Source: an optimization exercise on an open RTL-to-GDS flow (aim: small area, a short achievable clock period and few clock cycles). Production flows keep margins and buffers that such runs may drop.
Function not checked in this run: the RTL went through the layout flow alone.
Power figures rest on the tool's default switching activity, not on a simulated workload.

==> design/flow/config.mk <==
export PLATFORM = sky130hd
export DESIGN_NAME = mdu_top
export DESIGN_NICKNAME = mdu_top
export VERILOG_FILES = /design/flow/design.v
export SDC_FILE = /design/flow/constraint.sdc
export NUM_CORES = 4
export LEC_CHECK = 0
export CAP_MARGIN = 20
export CORE_MARGIN = 2
export CORE_UTILIZATION = 40
export PLACE_DENSITY = 0.6
export SLEW_MARGIN = 20
==> design/flow/constraint.sdc <==
create_clock -name core_clock -period 7.0 [get_ports {clk}]
set_input_delay 1.4000 -clock core_clock [delete_from_list [all_inputs] [get_ports {clk}]]
set_output_delay 1.4000 -clock core_clock [all_outputs]
set_load 0.01 [all_outputs]
==> design/flow/design.v <==
module mul(   
    input           clk,
    input           rst_n,
    input           mul_valid,
    input           flush,
    input           mulw,
    input [1:0]     mul_signed,
    input [63:0]    multiplicand,
    input [63:0]    multiplier,
    output          mul_ready,
    output          out_valid,
    output [63:0]   result_hi,
    output [63:0]   result_lo
);
    reg [15:0]  		fsm;
    reg [15:0]  		fsm_next;    
    wire [127:0]    	result_signed;
    wire 					multiplicand_sign;
    wire 					multiplier_sign;
    reg [63:0]  		multiplicand_reg;
    reg [63:0]  		multiplier_reg;
    reg [127:0] 		result_reg;
    wire [63:0] 		multiplicand_unsign;
    wire [63:0] 		multiplier_unsign;
	 wire [64:0]			unsign_add;
    reg 					re_sign;
    always@(*)begin
        if(fsm == 'd0)begin
            fsm_next = mul_valid ?16'd1:16'd0;
        end
        else begin
            if(fsm<=16'd64)
                fsm_next = fsm+16'd1;
            else 
                fsm_next = 'd0;
        end
    end
    always@(posedge clk)begin
        if(!rst_n)begin
            fsm <= 'd0;
        end
        else begin
            fsm <= flush?'d0:fsm_next;
        end
    end
    assign mul_ready = fsm=='d0;
    assign out_valid = fsm=='d65;
    assign {result_hi,result_lo} = result_signed;
    assign result_signed = re_sign?(~result_reg+1'b1):result_reg;
   assign {multiplicand_sign,multiplier_sign} = mul_signed;
    assign multiplicand_unsign =(multiplicand_sign&&multiplicand[63])?(64'b1+~multiplicand):multiplicand;
    assign multiplier_unsign = (multiplier_sign&&multiplier[63])?(64'b1+~multiplier):multiplier;
    always@(posedge clk)begin
        if(!rst_n)begin
            multiplicand_reg <= 'b0;
            multiplier_reg   <= 'b0;
        end
        else begin
            if(mul_valid&&(fsm=='d0))begin
                multiplicand_reg <= multiplicand_unsign;
                multiplier_reg   <= multiplier_unsign;
            end
            else if(fsm!='d0)begin
                multiplier_reg   <= {1'b0,multiplier_reg[63:1]};
            end
        end
    end
    always@(posedge clk)begin
        if(!rst_n)begin
            result_reg <= 'b0;
        end
        else begin
            if(fsm=='d0)
                result_reg <= 'b0;
            else
                result_reg <= {unsign_add,result_reg[63:1]};
        end
    end
	assign unsign_add = multiplier_reg[0]?result_reg[127:64]+multiplicand_reg:result_reg[127:64];
    always@(*)begin
        if(multiplicand_sign&&multiplier_sign)begin
            re_sign = multiplicand[63]^multiplier[63];
        end
        else begin
            if(multiplicand_sign||multiplier_sign)begin
                re_sign = multiplicand_sign?multiplicand[63]:multiplier[63];
            end
            else begin
                re_sign = 1'b0;
            end
        end
    end
endmodule
module ysyx_050518_div(
    input       clk,
    input       rst_n,
    input [63:0]    dividend,
    input [63:0]    divisor,
    input           div_valid,
    input           div_signed,
    input           flush,
    output          out_ready,
    output          out_valid,
    output wire [63:0]   quotient,
    output wire [63:0]   remainder
    );
    reg [6:0]   fsm;
    wire [6:0]   fsm_next;
    always@(posedge clk)begin
        if(!rst_n||flush)begin
            fsm <= 7'b0;
        end
        else begin  
            fsm <= fsm_next;
        end
    end
    assign fsm_next = (fsm==7'b0)?((div_valid)?7'd1:7'd0):((fsm==7'd65)?7'd0:(fsm+7'd1));
    assign out_ready = (fsm==7'b0);
    assign out_valid = (fsm==7'd65);
    reg [63:0]      dividend_r;
    reg [63:0]      divisor_r;
    wire            div_w_r = 1'b0;
    reg             div_signed_r;
    always@(posedge clk)begin
        if(div_valid&&out_ready)begin
           dividend_r   <= dividend; 
           divisor_r    <= divisor;
           div_signed_r <= div_signed;
        end
    end
    wire            quotient_sign;
    assign          quotient_sign  =  (!div_signed)|(div_w_r?(dividend[31] & divisor[31])|((!dividend[31]) & (!divisor[31])):(dividend[63] & divisor[63])|((!dividend[63]) & (!divisor[63])));
    wire            remainder_sign;
    assign          remainder_sign =  (!div_signed)|(div_w_r?((!dividend[31] & !divisor[31])|((dividend[31]) & (!divisor[31]))):((!dividend[63] & !divisor[63])|((!dividend[63]) & (divisor[63]))));
    wire [63:0]     sign_to_unsign_0 = div_w_r?(div_signed?(dividend[31] ?(~dividend)+1'b1:dividend):dividend):(div_signed?(dividend[63] ?(~dividend)+1'b1:dividend):dividend);
    wire [63:0]     sign_to_unsign_1 = div_w_r?(div_signed?(divisor[31] ?(~divisor)+1'b1:divisor):divisor):(div_signed?(divisor[63] ?(~divisor)+1'b1:divisor):divisor);
    reg [1:0]   sign_r;
    always@(posedge clk)begin
        if(fsm ==7'd1)begin
            sign_r <= {remainder_sign,quotient_sign};
        end
    end
    wire [127:0]     add_out;
    reg [127:0]      add_in1_r;
    reg [127:0]      add_in2_r;
    reg [127:0]     add_in2;
    wire [127:0] _add_in2_r;
    assign _add_in2_r = ~add_in2_r;
    wire c_out_add_0;
    assign add_out = add_in1_r + _add_in2_r +1'b1; 
    always@(posedge clk)begin
        if(!rst_n)begin
            add_in1_r   <= 128'b0;
        end
        else begin
            if(div_valid&&out_ready)begin
                add_in1_r <= {64'b0,sign_to_unsign_0};
            end
            else begin
                if((!add_out[127]))begin
                    add_in1_r <= add_out;
                end
            end
        end
    end    
    always@(posedge clk)begin
        if(!rst_n)begin
            add_in2_r   <= 128'b0;
        end
        else begin
            if(div_valid&&out_ready)begin
                add_in2_r <= {1'b0,sign_to_unsign_1,63'b0};
            end
            else begin
                add_in2_r <= {1'b0,add_in2_r[127:1]};
            end
        end
    end    
    reg [63:0]      ans;
    always@(posedge clk)begin
        if(!rst_n)begin
            ans <= 'b0;
        end
        else begin
            if(fsm!='d0)begin
                ans <= {ans[62:0],!add_out[127]};
            end
            else begin
                ans <= 'b0;
            end
        end
    end
    wire [63:0]q_signed;
    assign quotient = div_w_r?(sign_r[0]?ans:(({{32{1'b1}},~(ans[31:0])})+64'b1)):(sign_r[0]?ans:((~ans)+64'b1));
    wire [63:0]r_signed;
    assign remainder = div_w_r?(sign_r[1]?add_in1_r[63:0]:(({{32{1'b1}},~(add_in1_r[31:0])})+64'b1)):(sign_r[1]?add_in1_r[63:0]:((~add_in1_r[63:0])+64'b1));
endmodule
module mdu_top(
    input           clk,
    input           rst_n,
    input           in_valid,
    input           in_div,
    input  [1:0]    in_signed,
    input  [63:0]   a,
    input  [63:0]   b,
    output          in_ready,
    output          out_valid,
    output [63:0]   out_hi,
    output [63:0]   out_lo
);
    wire        mul_ready;
    wire        mul_out_valid;
    wire [63:0] mul_hi;
    wire [63:0] mul_lo;
    mul mul(
        .clk(clk)
        ,.rst_n(rst_n)
        ,.mul_valid(in_valid&&!in_div)
        ,.flush(1'b0)
        ,.mulw(1'b0)
        ,.mul_signed(in_signed)
        ,.multiplicand(a)
        ,.multiplier(b)
        ,.mul_ready(mul_ready)
        ,.out_valid(mul_out_valid)
        ,.result_hi(mul_hi)
        ,.result_lo(mul_lo)
    );
    wire        div_ready;
    wire        div_out_valid;
    wire [63:0] quotient;
    wire [63:0] remainder;
    ysyx_050518_div div(
        .clk(clk)
        ,.rst_n(rst_n)
        ,.dividend(a)
        ,.divisor(b)
        ,.div_valid(in_valid&&in_div)
        ,.div_signed(in_signed[1])
        ,.flush(1'b0)
        ,.out_ready(div_ready)
        ,.out_valid(div_out_valid)
        ,.quotient(quotient)
        ,.remainder(remainder)
    );
    assign in_ready  = mul_ready && div_ready;
    assign out_valid = mul_out_valid || div_out_valid;
    assign out_hi    = div_out_valid ? remainder : mul_hi;
    assign out_lo    = div_out_valid ? quotient  : mul_lo;
endmodule
==> design/flow/run.sh <==
#!/bin/bash
# synth_recipe.tcl (not shown) runs the flow's synth.tcl, then flattens the netlist and writes it again
# the make line also repeats each setting of config.mk as NAME=value (left out here)
make -C /OpenROAD-flow-scripts/flow DESIGN_CONFIG=/design/flow/config.mk WORK_HOME=/design/flow/orfs CLKGATE_MAP_FILE= SYNTH_SCRIPT=/design/flow/synth_recipe.tcl finish
==> results.yml <==
setup_path:
  reg2reg_slack_ns: 1.98
  setup.worst_path.class: "register to output port"
  worstSetupStartpointType: "register"
  cp.arrival_ns: 5.40
  critPathSlowestCell: "clkdlybuf4s50_1"
  destination_of_the_worst_register_to_register_timing_path: "div.add_in1_r[122]"
  timing.reg2reg.worst_path_depth: 15
  required_ns: 5.60
  crit_path_start: "mul.result_reg[32]"
  worstReg2RegStart: "div.add_in1_r[0]"
  max_stage_delay_ns: 0.63
  crit_path_end: "out_hi[20]"
  critical_path.endpoint_type: "output port"
  critical_path.max_fanout: 6
  worst_path_cell_chain: "or4_4 -> nor4b_2 -> nand2_1 -> or3_4 -> or4_4 -> or2_4 -> nor2_4 -> nand2_1 -> o41ai_1 -> xor2_1 -> a21oi_1 -> clkdlybuf4s50_1"
sta:
  fmax_ghz: 0.147
  tns_ns: 0
  slew_at_the_pin_closest_to_its_max_slew_limit_ns: 1.24
  rsz0062_at_grt: "no"
  fin_hold_ws_ns: 0.429
  period_share_pct: 97.2
  final-max-slew-violation-count: 0
  finalClockSkew_ns: 0.0202
  final.setup.worst_slack_ns: 0.196
  finalSetupViolCount: 0
  finalHoldViolations: 0
  worst_slew_margin_rel_pct: 16.6
  layout_min_cycle_time_ns: 6.80
pwr:
  total_switching_power_mw: 9.67
  max-vdd-ir-drop_uv: 492
  p_sw_share_pct: 48.2
  share_comb_of_total_power_pct: 57.6
  pwr-share-clk_pct: 20.5
  total_leakage_power_nw: 20.1
  power.density_nw_per_um2: 406
  sequential_power_share_pct: 21.9
  cellInternalPower_mw: 10.4
  power.total_mw: 20.1
route:
  post_drt_wl_per_cell_um: 21.6
  detailed_routing_iteration_count_for_the_pre_antenna_repair_pass: 6
  drt-initial-drc-count: 4144
  vias_per_cell: 5.84
  postRouteAntennaNets: 0
  drt_drc_violations_left: 0
  route.final.wire_length_um: 162000
  vias: 43802
global_route:
  grt_antenna_before_repair: 4
  globalRouteTotalUtil_pct: 28.1
  grt_overflow: 0
  grt_pass1_vias: 40592
  maximum_number_of_pins_on_one_net_before_global_route_repair: 114
  grt_first_pass_wirelength_um: 245000
flow_run:
  max_cap_violations: 0
yosys:
  ys_seq_elements: 599
  postSynth.asyncResetShare_pct: 0
  yosys_most_used_dff: "dfxtp_1"
  post_synth_instance_area_um2: 43300
  ys_top_cells_by_area: "dfxtp_1 (28%), nor2_1 (8.2%), a21oi_1 (7.4%), xor2_1 (6.2%), ha_1 (5.9%)"
  ys_warn_count: 2
  seq_area_frac_synth_pct: 27.7
  synth_top_area_share_pct: 27.6
  distinct_cell_type_count_after_synthesis: 90
  synthDominantAreaCellType: "dfxtp_1"
  synthesis.area_per_instance_um2: 7.23
  synth_enable_flop_cells: 2
  postSynthCellCount: 5998
floorplanning:
  floorplan.core_area_um2: 107000
  initial_utilization_pct: 40.4
  rows: 120
  dieWidth_um: 333
  die_y_um: 333
  floorplan.io_pins: 264
  die_area_um2: 111000
placed_design:
  place_hpwl_um: 124000
  post-place-ws_ns: 0.753
  finalWeightedCongestion: 1.06
  place_inst: 7359
  buffer_ports.inserted: 263
clocking:
  cts_hold_buf: 0
  cts_setup_buffers: 0
  cts_inserted_buffers: 76
  cts_root_buffer: "clkbuf_16"
  cts_max_level: 3
  clk_pin_slew_worst_paths_ns: 0.06
  cts_tree: "yes"
  worstSkewPairLatency_ns: 0.65
  cts.sinks: 599
  ctsLongestPathBuffers: 3
run_status:
  outcome: "complete, no violations"
cells_and_area:
  largest_register_ff_count: 128
  layout-area-overhead-vs-synth_pct: 14.1
  nNetsFinal: 6376
  post_layout_nonfiller_instances: 7503
  drive_above_1_share_pct: 4.40
worst_hold_path:
  worst_min_delay_path_category: "register to register"
critical path: cells and delay by family, from the launching register on:
family / cells / cell delay [ns]
and+or+nand+nor: 8 / 2.85
AOI/OAI and AO/OA: 2 / 0.78
DFF: 1 / 0.33
buffers and inverters: 1 / 0.63
xor gates and xnor gates: 1 / 0.18
worst min-delay path by stage:
| stage | startpoint | end | slack, ns | depth (start not counted) |
|---|---|---|---|---|
| floorplan | div.add_in2_r[11] | div.add_in2_r[10] | 0.42 | 2 |
| global placement | div.add_in2_r[40] | div.add_in2_r[39] | 0.43 | 2 |
| detailed placement | div.add_in2_r[44] | div.add_in2_r[43] | 0.43 | 2 |
| CTS | div.add_in2_r[46] | div.add_in2_r[45] | 0.43 | 2 |
| global route | div.add_in2_r[23] | div.add_in2_r[22] | 0.45 | 2 |
| finish | div.add_in2_r[46] | div.add_in2_r[45] | 0.43 | 2 |
final cells by class:
| class | count | area [µm²] |
|---|---|---|
| antenna | 5 | 12.5 |
| tap | 1403 | 1760 |
| multi-input combinational | 4795 | 29100 |
| clock inverter | 35 | 434 |
| inverter | 246 | 931 |
| sequential | 599 | 12000 |
| timing repair buffer | 318 | 3080 |
| clock buffer | 102 | 2140 |
| fill | 10962 | 57700 |
synth_stat cells (7+ instances only):
cell type / n
nand3_1: 70
o31a_1: 7
inv_1: 246
o21a_1: 34
xnor2_1: 256
nor2_1: 946
xor2_1: 306
clkbuf_1: 331
mux2i_1: 55
and2_1: 23
and4_1: 10
a31oi_1: 47
a31o_2: 7
o21ai_0: 325
o41ai_1: 24
or3_1: 112
o211ai_1: 21
dfxtp_1: 597
nand3b_1: 14
buf_1: 26
a21o_1: 99
nand4_1: 88
a41oi_1: 9
a21boi_0: 23
nor2b_1: 19
nor3b_1: 10
nor4_1: 64
or2_2: 17
nand2_1: 538
nor3_1: 186
a211oi_1: 136
a311oi_1: 84
nand2b_1: 15
ha_1: 204
o31ai_1: 48
and3_1: 141
a221oi_1: 14
a21oi_1: 639
o21bai_1: 57
or4_1: 34
placed cells by master (no fill, tap or decap), types with 23 or more instances in the layout:
master           instances
xor2_1                 306
a21boi_0                23
nor4_1                  63
o21bai_1                57
or3_1                  112
o41ai_1                 24
nor3_1                 184
a21o_1                  99
a21oi_1                638
inv_1                  245
nor2_1                 944
o21ai_0                325
nand2_1                534
clkdlybuf4s50_1        262
or4_1                   34
a31oi_1                 47
ha_1                   204
clkbuf_16               77
buf_4                   53
and3_1                 140
a211oi_1               136
o31ai_1                 48
a311oi_1                84
o21a_1                  34
nand4_1                 88
nand3_1                 68
mux2i_1                 55
xnor2_1                254
dfxtp_1                596
kinds of logic after synthesis:
group	share of synthesized area [%]
AOI/OAI and AO/OA	22.9
and+or+nand+nor	25.2
buffers and inverters	5.49
muxes	1.37
DFF	27.7
other	0.00865
adders and majority gates	5.98
xor gates and xnor gates	11.4
power by group through the flow:
| stage | registers [mW] | logic (mW) | clock network [mW] |
|---|---|---|---|
| finish | 4.39 | 11.6 | 4.11 |
| detailed placement | 4.43 | 11.2 | 0 |
| global route | 4.42 | 12.6 | 4.31 |
| global placement | 4.42 | 11.2 | 0 |
| floorplan | 4.17 | 8.27 | 0 |
| CTS | 4.36 | 11.3 | 4.19 |
per-layer routing:
| layer | part of all wire [%] | vias up | track usage, % |
|---|---|---|---|
| li1 | - | 21248 | - |
| met1 | 45 | 20637 | 38.5 |
| met3 | 7.0 | 304 | 4.45 |
| met5 | 0.0080 | - | 0 |
| met4 | 4.3 | 2 | 10.8 |
| met2 | 44 | 1611 | 44.0 |
what timing repair did:
item / CTS / global route
setup endpoints to repair: 0 / 4
resized for setup: 0 / 3
endpoints found under the hold margin: 0 / 0
stage by stage:
stage | instance area, µm² | util (%)
after floorplan | 43400 | -
after detailed placement | 46800 | 43.7
after CTS | 49400 | 46.1
after global routing | 49400 | 46.1
after global placement | 46800 | 43.7
final | 49500 | 46.1

-- afterwards: timing with drivers on the ports --
No port has a modelled driver above. Below, the same layout with a new extraction and two added sets of constraints.
Step 1: set_driving_cell puts a clkbuf_16 on clk and a buf_2 on each other input, an assumption about the parent block.
Step 2 also shifts input and output timing later by t, the mid clock arrival at the registers, as if the neighbouring blocks saw the same clock.
Three values: ideal, step 1, step 2; two values: the first two.
t, ns: 0.707
setup WS [ns]: 0.196 / 0.128 / 0.835
hold WS [ns]: 0.429 / 0.429 / 0.429
worst register clock-pin slew, ns: 0.06 / 0.06
worst slew at a driven data input, ns: 0.16
After both steps this run still meets setup and hold. The setup slack of this run moves by -0.068 ns with the drivers and by +0.639 ns with both steps.
